From an optimization exercise on the open Yosys and OpenROAD flow, aimed at small area; shortcuts taken in it are not production practice.
In this exercise RTL edits were held to simulation tests only and were not proved equivalent to the original.
Power figures rest on the tool's default switching activity, not on a simulated workload.

File: flow/design.v
`default_nettype none
module robot_eye (
  input  wire       clk,
  input  wire       rst,
  input  wire       move_en,
  input  wire       osc_reset,
  output wire       servo_a,
  output wire       servo_b,
  output wire       servo_lid_a,
  output wire       servo_lid_b,
  output wire [7:0] swing_count
);
  reg [12:0] p;
  always @(posedge clk)
    if (rst || p == 13'd7999) p <= 13'd0;
    else                      p <= p + 13'd1;
  wire stp  = (p == 13'd2049);    
  wire incr = (p == 13'd3074);    
  reg men_d, men_dd, osr_d, osr_dd;
  always @(posedge clk) begin
    men_d  <= move_en;
    men_dd <= men_d;
    osr_d  <= osc_reset;
    osr_dd <= osr_d;
  end
  reg started;
  always @(posedge clk)
    if (rst)      started <= 1'b0;
    else if (stp) started <= 1'b1;
  wire ors = ~started | osr_dd;
  reg [7:0] va;
  reg       cda, fa;
  reg [3:0] ca;
  always @(posedge clk)
    if (rst) begin
      va  <= 8'd127;
      cda <= 1'b0;
    end else if (stp) begin
      if (ors)                    va  <= 8'd127;
      else if (va >= 8'd200 && !cda) cda <= 1'b1;
      else if (va <= 8'd100 && cda)  cda <= 1'b0;
      else if (!cda)              va  <= va + {4'd0, ca} + 8'd1;
      else                        va  <= va - {4'd0, ca} - 8'd1;
    end
  always @(posedge clk)
    if (stp) fa <= ~ors & (va >= 8'd200) & ~cda;
  always @(posedge clk)
    if (rst || ca == 4'd15) ca <= 4'd0;
    else if (incr && fa)    ca <= ca + 4'd1;
  reg [7:0] vb;
  reg       cdb, fb;
  reg [2:0] cb;
  always @(posedge clk)
    if (rst) begin
      vb  <= 8'd163;
      cdb <= 1'b0;
    end else if (stp) begin
      if (ors)                    vb  <= 8'd163;
      else if (vb >= 8'd200 && !cdb) cdb <= 1'b1;
      else if (vb <= 8'd127 && cdb)  cdb <= 1'b0;
      else if (!cdb)              vb  <= vb + {5'd0, cb} + 8'd1;
      else                        vb  <= vb - {5'd0, cb} - 8'd1;
    end
  always @(posedge clk)
    if (stp) fb <= ~ors & (vb >= 8'd200) & ~cdb;
  always @(posedge clk)
    if (rst || cb == 3'd5) cb <= 3'd0;
    else if (incr && fb)   cb <= cb + 3'd1;
  reg [6:0]  d;
  reg [10:0] ang;
  wire tic = (d == 7'd93);
  always @(posedge clk)
    if (rst) begin
      d   <= 7'd93;
      ang <= 11'd2047;
    end else begin
      d <= tic ? 7'd0 : d + 7'd1;
      if (tic) ang <= ang + 11'd1;
    end
  wire [8:0] pa  = (men_dd ? {1'b0, va} : 9'd127) + 9'd46;
  wire [8:0] pb  = (men_dd ? {1'b0, vb} : 9'd163) + 9'd46;
  wire [8:0] pla = men_dd ? 9'd221 : 9'd173;
  wire [8:0] plb = men_dd ? 9'd201 : 9'd173;
  assign servo_a     = ang < {2'b00, pa};
  assign servo_b     = ang < {2'b00, pb};
  assign servo_lid_a = ang < {2'b00, pla};
  assign servo_lid_b = ang < {2'b00, plb};
  assign swing_count = {4'd0, ca};
endmodule
`default_nettype wire
File: flow/run.sh
#!/bin/bash
# synth_recipe.tcl (not shown) runs the flow's synth.tcl, then flattens the netlist and writes it again
# the make line also repeats each setting of config.mk as NAME=value (left out here)
make -C /OpenROAD-flow-scripts/flow DESIGN_CONFIG=/design/flow/config.mk WORK_HOME=/design/flow/orfs CLKGATE_MAP_FILE= SYNTH_SCRIPT=/design/flow/synth_recipe.tcl finish
File: flow/config.mk
export PLATFORM = sky130hd
export DESIGN_NAME = robot_eye
export DESIGN_NICKNAME = robot_eye
export VERILOG_FILES = /design/flow/design.v
export SDC_FILE = /design/flow/constraint.sdc
export NUM_CORES = 4
export LEC_CHECK = 0
export CAP_MARGIN = 20
export CORE_MARGIN = 2
export CORE_UTILIZATION = 40
export SLEW_MARGIN = 20
File: flow/constraint.sdc
create_clock -name core_clock -period 10.0 [get_ports {clk}]
set_input_delay 2.0000 -clock core_clock [delete_from_list [all_inputs] [get_ports {clk}]]
set_output_delay 2.0000 -clock core_clock [all_outputs]
set_load 0.01 [all_outputs]
==> reports/summary.log <==
INFO  layout         ff_latch_area=1280um2
INFO  clock_network  cts_repair_resize_count=0
INFO  drt            route.final.wire_length=9010um
INFO  placed_design  placed_area=4420um2
INFO  worst_setup_path category_of_the_worst_setup_path_capture_point=output port
INFO  drt            drc_errors=0
INFO  drt            vias_per_cell=5.37
INFO  run_status     outcome=finished clean
INFO  clock_network  cts_tree=yes
INFO  floorplan      die_area=11500um2
INFO  synth          synth_enable_flop_cells=2
INFO  global_route   grt_first_pass_wirelength=15800um
INFO  global_route   first_global_vias=3352
INFO  clock_network  cts_max_level=3
INFO  timing         fin_crit=5150ps
INFO  timing         final_hold_viol_count=0
INFO  timing         min_period_over_period=51.5%
INFO  synth          synth-warning-count=1
INFO  synth          synthesis.area_per_instance=8.38um2
INFO  clock_network  post-cts-setup-buffer-count=0
INFO  worst_setup_path setup.worst_path.start_class=flop
INFO  pwr            sw_frac_of_total=35.3%
INFO  global_route   number_of_antenna_violations_at_the_first_check_in_global_routing=0
INFO  job            drv.max_cap_violation_count=0
INFO  timing         finalSetupTns=0ps
INFO  clock_network  ctsRootBufferMaster=sky130_fd_sc_hd__clkbuf_8
INFO  global_route   routing_usage_on_met1=22.6%
INFO  synth          synth_async_sr_flop_share=0%
INFO  pwr            pwrdens=166nW/um2
INFO  synth          post_synth_main_area_contributors=sky130_fd_sc_hd__dfxtp_1 (29%), sky130_fd_sc_hd__ha_1 (13%), sky130_fd_sc_hd__xnor2_1 (4.1%), sky130_fd_sc_hd__nor2_1 (3.7%), sky130_fd_sc_hd__a21oi_1 (3.2%)
INFO  synth          synth_largest_area_cell=sky130_fd_sc_hd__dfxtp_1
INFO  layout         design.final.nets=560
INFO  worst_setup_path cp_slowest_stage_delay=580ps
INFO  global_route   grt.overflow.total=0
INFO  pwr            share_clk_of_total_power=28.8%
INFO  global_route   grt_busiest_layer=met2
INFO  layout         layout_commonest_cell=sky130_fd_sc_hd__dfxtp_1
INFO  synth          synth_top_flop_cell=sky130_fd_sc_hd__dfxtp_1
INFO  synth          ys_types=65
INFO  drt            detail_route.wl_per_cell=13.9um
INFO  drt            final_antenna_net_count=0
INFO  layout         areaGrowthSynthToFinish=8.69%
INFO  placed_design  detailedPlacementHpwl=6630um
INFO  layout         n_fill_cell=1025
INFO  pwr            net-switching-power=0.271mW
INFO  drt            first_iter_violations=193
INFO  pwr            power_report.internal_total=0.497mW
INFO  pwr            power.static_leakage=1.71nW
INFO  worst_setup_path criticalPathCategory=flop to output port
INFO  placed_design  gp_congestion=0.836
INFO  clock_network  clock_buffer_depth=2
INFO  pwr            share_seq_of_total_power=43.9%
INFO  timing         rsz0062_at_grt=no
INFO  worst_setup_path critPathMaxFanout=9
INFO  clock_network  tritoncts.num_buffers=9
INFO  clock_network  ctsHoldBuffers=0
INFO  timing         worst-slew-pin-transition=702ps
INFO  global_route   pin_count_of_the_biggest_net_entering_global_routing=36
INFO  global_route   grtUsageTotal=17.0%
INFO  floorplan      die-height=107um
INFO  worst_hold_path holdCritPathClass=flop to flop
INFO  clock_network  clkSinkCount=63
INFO  synth          netlist_instances=507
INFO  worst_setup_path critPathRequiredTime=8000ps
INFO  synth          post_synth_instance_area=4250um2
INFO  timing         final_setup_fails=0
INFO  pwr            comb_power_share=27.2%
INFO  floorplan      rows=37
INFO  floorplan      die_w=107um
INFO  clock_network  cts.reportedPaths.clkPinSlew=80ps
INFO  timing         headroom_to_the_max_slew_limit=53.0%
INFO  worst_setup_path cp_cell_sequence=nor2_1 > a21boi_0 > o21ai_0 > a21oi_1 > ha_1 > a21oi_1 > nand2_1 > o31ai_1 > clkdlybuf4s50_1
INFO  floorplan      core_area=10300um2
INFO  drt            num_vias=3488
INFO  drt            drt_pre_antenna_iters=4
INFO  synth          ys_seq_area_share=30.2%
INFO  timing         timing.final.max_slew_violations=0
INFO  synth          synthesis_stage_register_bit_count=63
INFO  worst_setup_path cp_common_cell=sky130_fd_sc_hd__a21oi_1
INFO  layout         finalInstanceArea=4620um2
INFO  global_route   groute.layer.met3.usage=4.32%
INFO  floorplan      start_util=41.2%
INFO  placed_design  place.port_buffers=11
INFO  synth          synth_top_area_share=28.7%
INFO  timing         fmax=194MHz
INFO  floorplan      design.portCount=16
INFO  worst_setup_path worst_ep_arrival_time=3150ps
INFO  worst_setup_path slowest_cell_on_the_critical_path=sky130_fd_sc_hd__clkdlybuf4s50_1
INFO  layout         layout.cells.most_common_list=sky130_fd_sc_hd__dfxtp_1 (61), sky130_fd_sc_hd__ha_1 (43), sky130_fd_sc_hd__nor2_1 (42)
INFO  timing         clock_skew=7.62ps
INFO  clock_network  clk-insertion-delay-late=350ps
INFO  pwr            irDropWorstVdd=0.0992mV
INFO  layout         multi_input_area=2760um2
INFO  global_route   global_route.usage.met2=27.2%
INFO  layout         antenna_cells_inserted=0
INFO  layout         post_route_cells_drive_above_1_share=5.45%
state kept, by name (all words and copies together), names as in the netlist, 3 cells and up:
| name | flops |
|---|---|
| va | 8 |
| ca | 4 |
| d | 7 |
| p | 13 |
| cb | 3 |
| ang | 11 |
| vb | 8 |
synthesized netlist by cell type, drive strengths merged (8+ instances only):
library cell,n
a21oi,27
buf,12
clkbuf,12
dfxtp,61
ha,43
inv,25
nand2,31
nand2b,18
nand3,27
nand4,8
nor2,42
nor2b,14
nor3,13
o21ai,22
or3,11
xnor2,20
xor2,15
power groups by stage:
| stage | logic, mW | registers (mW) | clock network [mW] |
|---|---|---|---|
| after floorplan | 0.172 | 0.325 | 0 |
| after global placement | 0.197 | 0.344 | 0 |
| after detailed placement | 0.208 | 0.344 | 0 |
| after CTS | 0.210 | 0.338 | 0.230 |
| after global routing | 0.246 | 0.344 | 0.242 |
| final | 0.209 | 0.338 | 0.222 |
cell families (layout without fill, tap and decap cells):
family	after synthesis	after routing	synth area share [%]
and+or+nand+nor	199	199	24.6
AOI/OAI and AO/OA	105	105	16.4
buffers and inverters	50	54	5.27
muxes	7	7	1.65
other	1	4	0.0883
adders and majority gates	47	47	14.5
xor gates and xnor gates	35	35	7.21
DFF	63	63	30.2
worst max-delay path, delay by kind of cell, from the launching register on:
kind                       cells  cell delay [ps]
AOI/OAI and AO/OA              5             1220
buffers and inverters          1              580
DFF                            1              530
and+or+nand+nor                2              210
adders and majority gates      1              270
metal layers:
| layer | vias to the layer above | wire (um) | part of all wire [%] |
|---|---|---|---|
| met2 | 47 | 4140 | 46 |
| met5 | - | 0 | 0 |
| li1 | 1782 | - | - |
| met3 | 12 | 312 | 3.5 |
| met1 | 1647 | 4440 | 49 |
| met4 | 0 | 121 | 1.3 |
final timing paths:
| kind | endpoint | cells past startpoint | slack [ps] | start |
|---|---|---|---|---|
| min reg2reg | osr_dd | 0 | 330 | osr_d |
| max | servo_b | 9 | 4850 | vb[1] |
| max reg2reg | va[6] | 8 | 7390 | ca[0] |
| min | osr_dd | 0 | 330 | osr_d |
metrics by stage:
| step | util (%) | worst slack (ps) | power [mW] | cells | hold slack (ps) |
|---|---|---|---|---|---|
| after floorplan | - | 5890 | 0.497 | 510 | 310 |
| after global placement | 42.8 | 5220 | 0.541 | 634 | 311 |
| after detailed placement | 42.8 | 5210 | 0.552 | 634 | 321 |
| after CTS | 44.7 | 4810 | 0.778 | 650 | 341 |
| after global routing | 44.7 | 4320 | 0.832 | 650 | 347 |
| final | 44.7 | 4850 | 0.769 | 650 | 333 |
layout make-up:
type,count,area share (%)
multi-input cells,397,59.7
flip-flops and latches,63,27.7
well taps,136,3.68
clock buffers,9,2.68
repair buffers,12,2.55
inverters,26,2.11
clock inverters,7,1.57

[re-timing with driven ports]
The results above use ideal ports. As a check the final layout listed here was re-extracted and re-timed, cells and wires unchanged.
Step 1, drivers: a clkbuf_16 drives clk and a buf_2 each remaining input, both assumed.
Step 2 also shifts input and output timing later by t, the mid clock arrival at the registers, as if the neighbouring blocks saw the same clock.
Three values: ideal ports, drivers, drivers and shift; two values: the first two.
shift t [ns]: 0.381
setup slack, ns: 4.852 / 4.819 / 5.200
worst setup path after step 2: register to output
cell pins on the clock port's net: 1
After both steps this run still meets setup and hold. For this run, drivers alone change the setup slack by -0.033 ns; drivers and shift together by +0.348 ns.
